What follows belongs to an exercise in optimizing a design on an open flow for small area, a short achievable clock period and few clock cycles per item; a production flow would make more cautious choices.
Power figures rest on the tool's default switching activity, not on a simulated workload.

// udp_parser_top
module udp_parser_top(
    input clock,
    input reset,
    input out_tready,
    output in_tready,
    input [255:0] in_tdata,
    input in_tvalid,
    input in_tlast,
    output reg out_tvalid,
    output [255:0] out_tdata
    );
For scale: about 440 flip-flops, about 520 I/O pins, ~0.029 sq mm of cells after synthesis.
==> module udp_parser_top, before the edit <==
module udp_parser_top(
    input clock,
    input reset,
    input out_tready,
    output in_tready,
    input [255:0] in_tdata,
    input in_tvalid,
    input in_tlast,
    output reg out_tvalid,
    output [255:0] out_tdata
    );
    function [31:0] pick;
        input [31:0] a, b;
        input use_b_ok, is_min;
        begin
            pick = (use_b_ok & ((b > a) ^ is_min)) ? b : a;
        end
    endfunction
    localparam HDR = 2'd0, OPC = 2'd1, DAT = 2'd2;
    reg [1:0] state;
    reg       rdy;
    assign in_tready = rdy;
    wire fire = in_tvalid & rdy;
    reg [255:0] d1;
    reg v1, f1, l1;
    reg op0, op1, op2;               
    wire ok4 = ~((state == DAT) & in_tlast);
    wire ok5 = (state == DAT) & ~in_tlast;
    always @(posedge clock) begin
        op0 <= (in_tdata[175:160] == 16'd0);
        op1 <= (in_tdata[175:160] == 16'd1);
        op2 <= (in_tdata[175:160] == 16'd2);
        d1 <= {in_tdata[255:160] & {96{ok5}}, in_tdata[159:128] & {32{ok4}}, in_tdata[127:0]};
        if (reset) begin
            state <= HDR;
            v1 <= 0; f1 <= 0; l1 <= 0;
        end else begin
            v1 <= fire & (state != HDR);
            f1 <= fire & (state == OPC);
            l1 <= fire & (state == DAT) & in_tlast;
            if (fire) begin
                case (state)
                    HDR: state <= OPC;
                    OPC: state <= DAT;
                    default: if (in_tlast) state <= HDR;
                endcase
            end
        end
    end
    reg m_sum, m_max, m_min;         
    wire s_min = f1 ? op2 : m_min;
    always @(posedge clock)
        if (f1) begin
            m_sum <= op0;
            m_max <= op1;
            m_min <= op2;
        end
    wire mid = ~f1 & ~l1;
    wire [31:0] x0 = d1[0 +: 32], x1 = d1[32 +: 32], x2 = d1[64 +: 32], x3 = d1[96 +: 32];
    wire [31:0] x4 = d1[128 +: 32], x5 = d1[160 +: 32], x6 = d1[192 +: 32], x7 = d1[224 +: 32];
    wire [31:0] p0 = pick(x0, x4, ~l1, s_min);
    wire [31:0] p1 = pick(x1, x5, mid, s_min);
    wire [31:0] p2 = pick(x2, x6, mid, s_min);
    wire [31:0] p3 = pick(x3, x7, mid, s_min);
    reg [31:0] q0, q1, bsum;
    reg v2, f2, l2;
    always @(posedge clock) begin
        q0 <= pick(p0, p2, 1'b1, s_min);
        q1 <= pick(p1, p3, 1'b1, s_min);
        bsum <= ((x0 + x1) + (x2 + x3)) + ((x4 + x5) + (x6 + x7));
        if (reset) begin
            v2 <= 0; f2 <= 0; l2 <= 0;
        end else begin
            v2 <= v1; f2 <= f1; l2 <= v1 & l1;
        end
    end
    wire [31:0] bm = pick(q0, q1, 1'b1, m_min);
    reg  [31:0] acc;
    reg         done;                
    wire [31:0] acc_sum = (f2 ? 32'd0 : acc) + bsum;
    wire [31:0] acc_mm  = f2 ? bm : pick(acc, bm, 1'b1, m_min);
    wire [31:0] acc_nxt = m_sum ? acc_sum : (m_max | m_min) ? acc_mm : 32'd0;
    always @(posedge clock)
        if (v2) acc <= acc_nxt;
    reg  [31:0] obuf;
    reg         owed1, owed2;
    wire slot = ~out_tvalid | out_tready;
    wire xfer = done & slot;
    wire take = out_tvalid & out_tready;
    wire last_in = fire & (state == DAT) & in_tlast;
    wire owed2_nxt = ~take & (owed2 | (owed1 & last_in));
    wire owed1_nxt = last_in | (take ? owed2 : owed1);
    assign out_tdata = {224'd0, obuf};
    always @(posedge clock) begin
        if (slot) obuf <= acc;
        if (reset) begin
            done <= 0;
            out_tvalid <= 0;
            owed1 <= 0;
            owed2 <= 0;
            rdy <= 1;
        end else begin
            done <= l2 | (done & ~xfer);
            if (slot) out_tvalid <= done;
            owed1 <= owed1_nxt;
            owed2 <= owed2_nxt;
            rdy <= ~owed2_nxt;
        end
    end
endmodule
clock: 28.0 ns
lec_check: 0
cap_margin: 40
core_margin: 2
core_utilization: 40
cts_cluster_diameter: 100
cts_cluster_size: 24
slew_margin: 40
standard.sh (not shown) runs the stock make flow with config.mk's settings and CLKGATE_MAP_FILE= SYNTH_SCRIPT=/design/flow/synth_recipe.tcl, a recipe that flattens the netlist after the stock synthesis.
==> flow/flow/run.sh <==
#!/bin/bash
# The standard layout (standard.sh) with two changes:
#  - plain buffers (buf_2) on the ports in place of the delay-cell buffers
#    that port buffering picks itself;
#  - after global placement, constant output ports share tie cells
#    (merge_ties.tcl) instead of having one each.
# Each step's output goes to a log of its own here; ORFS keeps its step logs
# under orfs/logs/.
set -euo pipefail
export BUFFER_PORTS_ARGS="-buffer_cell sky130_fd_sc_hd__buf_2"
bash standard.sh 3_3_place_gp > standard_to_gp.log 2>&1
ODB_IN=$(ls -d "$PWD"/orfs/results/*/udp_parser_top/base)/3_3_place_gp.odb TIE_GROUP=12 \
  openroad -no_init -exit flow/merge_ties.tcl > merge_ties.log 2>&1
bash standard.sh > standard.log 2>&1
Other scripts of this flow, unchanged in this note and not shown: flow/flow/merge_ties.tcl
Next try:
--- a/flow/design.v
+++ b/flow/design.v
@@ -46,12 +46,13 @@
                     default: if (in_tlast) state <= HDR;
                 endcase
             end
         end
     end
     reg m_sum, m_max, m_min;         
+    wire s_sum = f1 ? op0 : m_sum;
     wire s_min = f1 ? op2 : m_min;
     always @(posedge clock)
         if (f1) begin
             m_sum <= op0;
             m_max <= op1;
             m_min <= op2;
@@ -60,52 +61,51 @@
     wire [31:0] x0 = d1[0 +: 32], x1 = d1[32 +: 32], x2 = d1[64 +: 32], x3 = d1[96 +: 32];
     wire [31:0] x4 = d1[128 +: 32], x5 = d1[160 +: 32], x6 = d1[192 +: 32], x7 = d1[224 +: 32];
     wire [31:0] p0 = pick(x0, x4, ~l1, s_min);
     wire [31:0] p1 = pick(x1, x5, mid, s_min);
     wire [31:0] p2 = pick(x2, x6, mid, s_min);
     wire [31:0] p3 = pick(x3, x7, mid, s_min);
-    reg [31:0] q0, q1, bsum;
+    reg [31:0] q0, q1;
     reg v2, f2, l2;
     always @(posedge clock) begin
         q0 <= pick(p0, p2, 1'b1, s_min);
-        q1 <= pick(p1, p3, 1'b1, s_min);
-        bsum <= ((x0 + x1) + (x2 + x3)) + ((x4 + x5) + (x6 + x7));
+        q1 <= s_sum ? ((x0 + x1) + (x2 + x3)) + ((x4 + x5) + (x6 + x7))
+                    : pick(p1, p3, 1'b1, s_min);
         if (reset) begin
             v2 <= 0; f2 <= 0; l2 <= 0;
         end else begin
             v2 <= v1; f2 <= f1; l2 <= v1 & l1;
         end
     end
     wire [31:0] bm = pick(q0, q1, 1'b1, m_min);
     reg  [31:0] acc;
     reg         done;                
-    wire [31:0] acc_sum = (f2 ? 32'd0 : acc) + bsum;
+    wire [31:0] acc_sum = (f2 ? 32'd0 : acc) + q1;
     wire [31:0] acc_mm  = f2 ? bm : pick(acc, bm, 1'b1, m_min);
     wire [31:0] acc_nxt = m_sum ? acc_sum : (m_max | m_min) ? acc_mm : 32'd0;
     always @(posedge clock)
         if (v2) acc <= acc_nxt;
     reg  [31:0] obuf;
     reg         owed1, owed2;
     wire slot = ~out_tvalid | out_tready;
-    wire xfer = done & slot;
     wire take = out_tvalid & out_tready;
     wire last_in = fire & (state == DAT) & in_tlast;
     wire owed2_nxt = ~take & (owed2 | (owed1 & last_in));
     wire owed1_nxt = last_in | (take ? owed2 : owed1);
     assign out_tdata = {224'd0, obuf};
     always @(posedge clock) begin
-        if (slot) obuf <= acc;
+        if (slot) obuf <= l2 ? acc_nxt : acc;
         if (reset) begin
             done <= 0;
             out_tvalid <= 0;
             owed1 <= 0;
             owed2 <= 0;
             rdy <= 1;
         end else begin
-            done <= l2 | (done & ~xfer);
-            if (slot) out_tvalid <= done;
+            done <= ~slot & (l2 | done);
+            if (slot) out_tvalid <= l2 | done;
             owed1 <= owed1_nxt;
             owed2 <= owed2_nxt;
             rdy <= ~owed2_nxt;
         end
     end
 endmodule
What happened:
- routed wire length grows by 6.6%
- total power shrinks by 0.97%
- flip-flop and latch count shrinks by 32
- worst hold slack is about the same
- cell area is about the same
- setup slack improves by 0.013 ns
- global-route usage grows by 1.3 points
- first-iteration DRC count grows by 37%
Function was not checked in any run of this note: the RTL went through the layout flow alone.

## port drivers added, routing unchanged
No port has a modelled driver above. Below, the same layouts with a new extraction and two added sets of constraints.
Step 1 (the two cells are an assumption about what drives the block):
set clk [get_ports {clock}]
set_driving_cell -lib_cell sky130_fd_sc_hd__clkbuf_16 $clk
set_driving_cell -lib_cell sky130_fd_sc_hd__buf_2 [delete_from_list [all_inputs] $clk]
Step 2 adds t to the input delays and takes it off the output delays; t is the mean of the earliest and latest rising clock arrival at the registers after step 1. Input paths then give back, and output paths get back, about the clock's delay inside the block.
a / b / c = ideal / step 1 / step 2; a / b = the first two.
run | t (ns) | setup WS [ns] | worst data-port slew with drivers (ns)
the first run | 0.661 | 21.088 / 21.088 / 21.088 | 0.08
the second run | 0.653 | 21.101 / 21.101 / 20.677 | 0.12
After both steps every run listed still meets setup and hold. The setup slack of the second run, which loses most, moves by 0.000 ns with the drivers and by -0.424 ns with both steps.
